Background: an optimization exercise with open tools, aiming at small area. Do not read the settings as production practice. At most, simulation tests tie the RTL to the original design; equivalence was not proved. Power and IR drop assume default switching activity.

==> try-amber <==
==> flow/design.v <==
module alu (
    input [63:0] a,
    input [63:0] b,
    input [3:0] operation,
    output [63:0] result
);
wire op_add = operation == 4'h0;
wire op_sub = operation == 4'h1;
wire op_sll = operation == 4'h2;
wire op_slt = operation == 4'h3;
wire op_xor = operation == 4'h4;
wire op_srl = (operation == 4'h5) | (operation == 4'h6);
wire op_or  = operation == 4'h7;
wire op_and = operation == 4'h8;
wire op_eq  = operation == 4'h9;
wire sub = op_sub | op_slt;
wire [63:0] bx = b ^ {64{sub}};
wire [63:0] p = a ^ bx;
wire [63:0] g = a & bx;
wire [63:0] c;    
bk64 u_bk (.g(g), .p(p), .cin(sub), .c(c));
wire lt = ~c[63];
wire eq = ~|p;    
wire en_p = op_add | op_sub | op_xor | op_or;
wire en_c = op_add | op_sub;
wire en_g = op_or | op_and;
wire [63:0] cin_v = {c[62:0], sub};
wire [63:0] arith = ({64{en_p}} & p) ^ (({64{en_c}} & cin_v) | ({64{en_g}} & g));
wire big = |b[63:6];
wire [63:0] a_rev;
wire [63:0] sh_rev;
wire [63:0] sh;
genvar i;
generate
    for (i = 0; i < 64; i = i + 1) begin : g_rev
        assign a_rev[i] = a[63 - i];
        assign sh_rev[i] = sh[63 - i];
    end
endgenerate
wire [63:0] sh_in = op_sll ? a_rev : a;
wire [3:0] d0 = 4'b1 << b[1:0];
wire [3:0] d1 = 4'b1 << b[3:2];
wire [3:0] d2 = 4'b1 << b[5:4];
wire [127:0] x0 = {64'b0, sh_in};
wire [63:0] s1, s2;
genvar k;
for (k = 0; k < 64; k = k + 1) begin : st
  assign s1[k] = (d2[0] & sh_in[k]) | (d2[1] & (k+16 < 64 ? sh_in[(k+16)%64] : 1'b0)) | (d2[2] & (k+32 < 64 ? sh_in[(k+32)%64] : 1'b0)) | (d2[3] & (k+48 < 64 ? sh_in[(k+48)%64] : 1'b0));
  assign s2[k] = (d1[0] & s1[k]) | (d1[1] & (k+4 < 64 ? s1[(k+4)%64] : 1'b0)) | (d1[2] & (k+8 < 64 ? s1[(k+8)%64] : 1'b0)) | (d1[3] & (k+12 < 64 ? s1[(k+12)%64] : 1'b0));
  assign sh[k] = (d0[0] & s2[k]) | (d0[1] & (k+1 < 64 ? s2[(k+1)%64] : 1'b0)) | (d0[2] & (k+2 < 64 ? s2[(k+2)%64] : 1'b0)) | (d0[3] & (k+3 < 64 ? s2[(k+3)%64] : 1'b0));
end
wire en_l = op_sll & ~big;
wire en_r = op_srl & ~big;
assign result = arith
              | ({64{en_l}} & sh_rev)
              | ({64{en_r}} & sh)
              | {63'b0, (op_slt & lt) | (op_eq & eq)};
endmodule
module bk64 (
    input [63:0] g,
    input [63:0] p,
    input cin,
    output [63:0] c
);
wire [63:0] gg [0:6];
wire [63:0] pp [0:6];
assign gg[0] = {g[63:1], g[0] | (p[0] & cin)};
assign pp[0] = p;
genvar l, i;
generate
    for (l = 1; l <= 6; l = l + 1) begin : up
        for (i = 0; i < 64; i = i + 1) begin : b
            if ((i % (1 << l)) == (1 << l) - 1) begin : n
                assign gg[l][i] = gg[l-1][i] | (pp[l-1][i] & gg[l-1][i - (1 << (l-1))]);
                assign pp[l][i] = pp[l-1][i] & pp[l-1][i - (1 << (l-1))];
            end else begin : t
                assign gg[l][i] = gg[l-1][i];
                assign pp[l][i] = pp[l-1][i];
            end
        end
    end
endgenerate
generate
    for (i = 0; i < 64; i = i + 1) begin : dn
        if (((i + 1) & i) == 0) begin : whole
            assign c[i] = gg[tzf(i + 1)][i];
        end else begin : part
            assign c[i] = gg[tzf(i + 1)][i] | (pp[tzf(i + 1)][i] & c[i - (1 << tzf(i + 1))]);
        end
    end
endgenerate
function integer tzf(input integer v);
    integer k;
    begin
        tzf = 0;
        for (k = 6; k >= 0; k = k - 1)
            if (v % (1 << k) == 0 && tzf == 0) tzf = k;
    end
endfunction
endmodule
module riscv_zero_execute(
    input clk,
    input reset,
    input [63:0] pc_in,
    input [6:0] opcode,
    input [31:0] immediate,
    input [4:0]  reg_dest,
    input [63:0] rs1_data,
    input [63:0] rs2_data,
    input [6:0] funct7_out,
    input [2:0] funct3_out,
    input writeback_enable_in,
    input [1:0] writeback_source_in,
    input memory_access_in,
    input mem_wenable_in,
    input jump,
    input branch,
    input ALU_A_mux,
    input ALU_B_mux,
    input [3:0] ALU_op,
    output wire pc_src,
    output wire [63:0] pc_target,
    output reg [63:0] pc_out,
    output reg writeback_enable_out,
    output reg [1:0] writeback_source_out,
    output reg memory_access_out,
    output reg mem_wenable_out,
    output reg [63:0] ALU_out,
    output reg [63:0] mem_write_data
);
wire [63:0] ALU_A_src = ALU_A_mux ? pc_in : rs1_data;
wire [63:0] ALU_B_src = ALU_B_mux ? {32'b0, immediate} : rs2_data;
wire [63:0] ALU_result;
assign pc_src = (ALU_result[0] & branch) | jump;
wire [32:0] pt_lo = {1'b0, pc_in[31:0]} + {1'b0, immediate};
assign pc_target = {pc_in[63:32] + {31'b0, pt_lo[32]}, pt_lo[31:0]};
alu execute_alu (
    .a(ALU_A_src),
    .b(ALU_B_src),
    .operation(ALU_op),
    .result(ALU_result)
);
always @(posedge clk or posedge reset) begin
    if (reset) begin
        pc_out <= 64'h0;
        ALU_out <= 64'h0;
        writeback_enable_out <= 1'b0;
        writeback_source_out <= 2'b00;
        memory_access_out <= 1'b0;
        mem_wenable_out <= 1'b0;
    end else begin
        pc_out <= pc_in;
        writeback_enable_out <= writeback_enable_in;
        writeback_source_out <= writeback_source_in;
        memory_access_out <= memory_access_in;
        mem_wenable_out <= mem_wenable_in;
        ALU_out <= ALU_result;
    end
end
always @(posedge clk) begin
    mem_write_data <= rs2_data;
end
endmodule
==> flow/flow/run.sh <==
#!/bin/bash
export BUFFER_PORTS_ARGS="-buffer_cell sky130_fd_sc_hd__buf_1"
bash standard.sh > standard.log 2>&1
==> flow/standard.sh <==
#!/bin/bash
# synth_recipe.tcl (not shown) runs the flow's synth.tcl, then flattens the netlist and writes it again
# the make line also repeats each setting of config.mk as NAME=value (left out here)
make -C /OpenROAD-flow-scripts/flow DESIGN_CONFIG=/design/flow/config.mk WORK_HOME=/design/flow/orfs CLKGATE_MAP_FILE= SYNTH_SCRIPT=/design/flow/synth_recipe.tcl "${@:-finish}"
==> flow/config.mk <==
export PLATFORM = sky130hd
export DESIGN_NAME = riscv_zero_execute
export DESIGN_NICKNAME = riscv_zero_execute
export VERILOG_FILES = /design/flow/design.v
export SDC_FILE = /design/flow/constraint.sdc
export NUM_CORES = 4
export LEC_CHECK = 0
export CAP_MARGIN = 20
export CORE_MARGIN = 2
export CORE_UTILIZATION = 40
export GPL_TIMING_DRIVEN = 0
export SETUP_SLACK_MARGIN = 0.2
export SLEW_MARGIN = 20
==> flow/constraint.sdc <==
create_clock -name core_clock -period 6.5 [get_ports {clk}]
set_input_delay 1.3000 -clock core_clock [delete_from_list [all_inputs] [get_ports {clk}]]
set_output_delay 1.3000 -clock core_clock [all_outputs]
set_load 0.01 [all_outputs]
==> try-tundra: changes against try-amber <==
--- a/flow/design.v
+++ b/flow/design.v
@@ -132,8 +132,7 @@
 wire [63:0] ALU_B_src = ALU_B_mux ? {32'b0, immediate} : rs2_data;
 wire [63:0] ALU_result;
 assign pc_src = (ALU_result[0] & branch) | jump;
-wire [32:0] pt_lo = {1'b0, pc_in[31:0]} + {1'b0, immediate};
-assign pc_target = {pc_in[63:32] + {31'b0, pt_lo[32]}, pt_lo[31:0]};
+assign pc_target = pc_in + {32'b0, immediate};
 alu execute_alu (
     .a(ALU_A_src),
     .b(ALU_B_src),
==> flow/flow/run.sh (replaced) <==
#!/bin/bash
# The standard layout with the smallest buffer on the ports.
bash standard.sh "BUFFER_PORTS_ARGS=-buffer_cell sky130_fd_sc_hd__buf_1" finish > standard.log 2>&1
--- a/flow/config.mk
+++ b/flow/config.mk
@@ -8,6 +8,5 @@
 export CAP_MARGIN = 20
 export CORE_MARGIN = 2
 export CORE_UTILIZATION = 40
-export GPL_TIMING_DRIVEN = 0
-export SETUP_SLACK_MARGIN = 0.2
+export SETUP_SLACK_MARGIN = 0.15
 export SLEW_MARGIN = 20
==> try-lagoon: changes against try-amber <==
--- a/flow/design.v
+++ b/flow/design.v
@@ -132,8 +132,7 @@
 wire [63:0] ALU_B_src = ALU_B_mux ? {32'b0, immediate} : rs2_data;
 wire [63:0] ALU_result;
 assign pc_src = (ALU_result[0] & branch) | jump;
-wire [32:0] pt_lo = {1'b0, pc_in[31:0]} + {1'b0, immediate};
-assign pc_target = {pc_in[63:32] + {31'b0, pt_lo[32]}, pt_lo[31:0]};
+assign pc_target = pc_in + {32'b0, immediate};
 alu execute_alu (
     .a(ALU_A_src),
     .b(ALU_B_src),
==> flow/flow/run.sh (replaced) <==
#!/bin/bash
# The standard layout with the smallest buffer on the ports and
# non-critical gates downsized after global routing.
bash standard.sh "BUFFER_PORTS_ARGS=-buffer_cell sky130_fd_sc_hd__buf_1" \
  RECOVER_POWER=100 MATCH_CELL_FOOTPRINT=0 finish > standard.log 2>&1
--- a/flow/config.mk
+++ b/flow/config.mk
@@ -8,6 +8,5 @@
 export CAP_MARGIN = 20
 export CORE_MARGIN = 2
 export CORE_UTILIZATION = 40
-export GPL_TIMING_DRIVEN = 0
-export SETUP_SLACK_MARGIN = 0.2
+export SETUP_SLACK_MARGIN = 0.3
 export SLEW_MARGIN = 20
==> run notes <==
Result of the run: try-lagoon complete, but fails checks; try-amber complete, but fails checks; try-tundra timing/DRC/antenna clean
Violated checks: try-lagoon capacitance limit, slew limit; try-amber setup timing; try-tundra -
Adder and majority gate portion of the synthesized area: try-lagoon 6.82%; try-amber 7.22%; try-tundra 6.82%
Placed Instances: try-lagoon 3233; try-amber 3033; try-tundra 3205
Xor-xnor portion of the synthesized cell area: try-lagoon 8.90%; try-amber 9.09%; try-tundra 8.90%
Met2 WL post-DR: try-lagoon 42400 µm; try-amber 43300 µm; try-tundra 43100 µm
Clock share of power: try-lagoon 24.8%; try-amber 23.9%; try-tundra 24.4%
Switching share of total power: try-lagoon 43.6%; try-amber 44.5%; try-tundra 44.4%
Final Power: try-lagoon 4700 µW; try-amber 4620 µW; try-tundra 4630 µW
Launch point of the worst path: try-lagoon ALU_op[3]; try-amber immediate[0]; try-tundra immediate[7]
Worst IR Drop VDD: try-lagoon 0.000183 V; try-amber 0.000207 V; try-tundra 0.000168 V
Met3 wire length: try-lagoon 9820 µm; try-amber 10800 µm; try-tundra 9410 µm
Setup repair bufs after CTS: try-lagoon 0; try-amber 19; try-tundra 0
Proportion of power drawn by combinational gates: try-lagoon 46.5%; try-amber 46.9%; try-tundra 46.5%
Internal: try-lagoon 2650 µW; try-amber 2560 µW; try-tundra 2580 µW
Cell area power density: try-lagoon 214 nW/µm²; try-amber 215 nW/µm²; try-tundra 212 nW/µm²
Final worst path period share: try-lagoon 96.4%; try-amber 103%; try-tundra 96.0%
Power attributed to sequential cells: try-lagoon 1350 µW; try-amber 1340 µW; try-tundra 1350 µW
Share of post-route cells with drive strength above 1: try-lagoon 10.5%; try-amber 12.2%; try-tundra 10.6%
Number of instances in the synthesized netlist: try-lagoon 2121; try-amber 1991; try-tundra 2121
Clk_buf instances: try-lagoon 18; try-amber 19; try-tundra 17
Sequential power share: try-lagoon 28.7%; try-amber 29.1%; try-tundra 29.1%
Multi-input combinational cell area: try-lagoon 12700 µm²; try-amber 12400 µm²; try-tundra 12700 µm²
Via count of the first global-routing pass: try-lagoon 19200; try-amber 19000; try-tundra 19000
Seq/Total Area, Yosys: try-lagoon 25.7%; try-amber 26.7%; try-tundra 25.7%
Worst Path Buf+Inv: try-lagoon 6; try-amber 4; try-tundra 3
The RTL of try-amber was laid out without a check of its function.

[separate check: timing with driven ports]
How much do the figures lean on ideal ports? The routed layouts below were timed once more, with nothing changed but the port constraints. Step 1 (the two cells are an assumption about what drives the block):
set clk [get_ports {clk}]
set_driving_cell -lib_cell sky130_fd_sc_hd__clkbuf_16 $clk
set_driving_cell -lib_cell sky130_fd_sc_hd__buf_2 [delete_from_list [all_inputs] $clk]
Step 2 also shifts input and output timing later by t, the mid clock arrival at the registers, as if the neighbouring blocks saw the same clock. a / b / c = ideal / step 1 / step 2; a / b = the first two.
| run | t (ns) | setup slack, ns | worst setup path at the end | slew at the worst register clock pin (ns) |
|---|---|---|---|---|
| try-amber | 0.554 | -0.182 / -0.235 / -0.235 | input to output | 0.08 / 0.08 |
| try-tundra | 0.556 | 0.260 / 0.234 / 0.234 | input to output | 0.09 / 0.09 |
| try-lagoon | 0.562 | 0.231 / 0.197 / 0.197 | input to output | 0.09 / 0.09 |
For try-amber, which loses most, drivers alone change the setup slack by -0.053 ns; drivers and shift together by -0.053 ns.
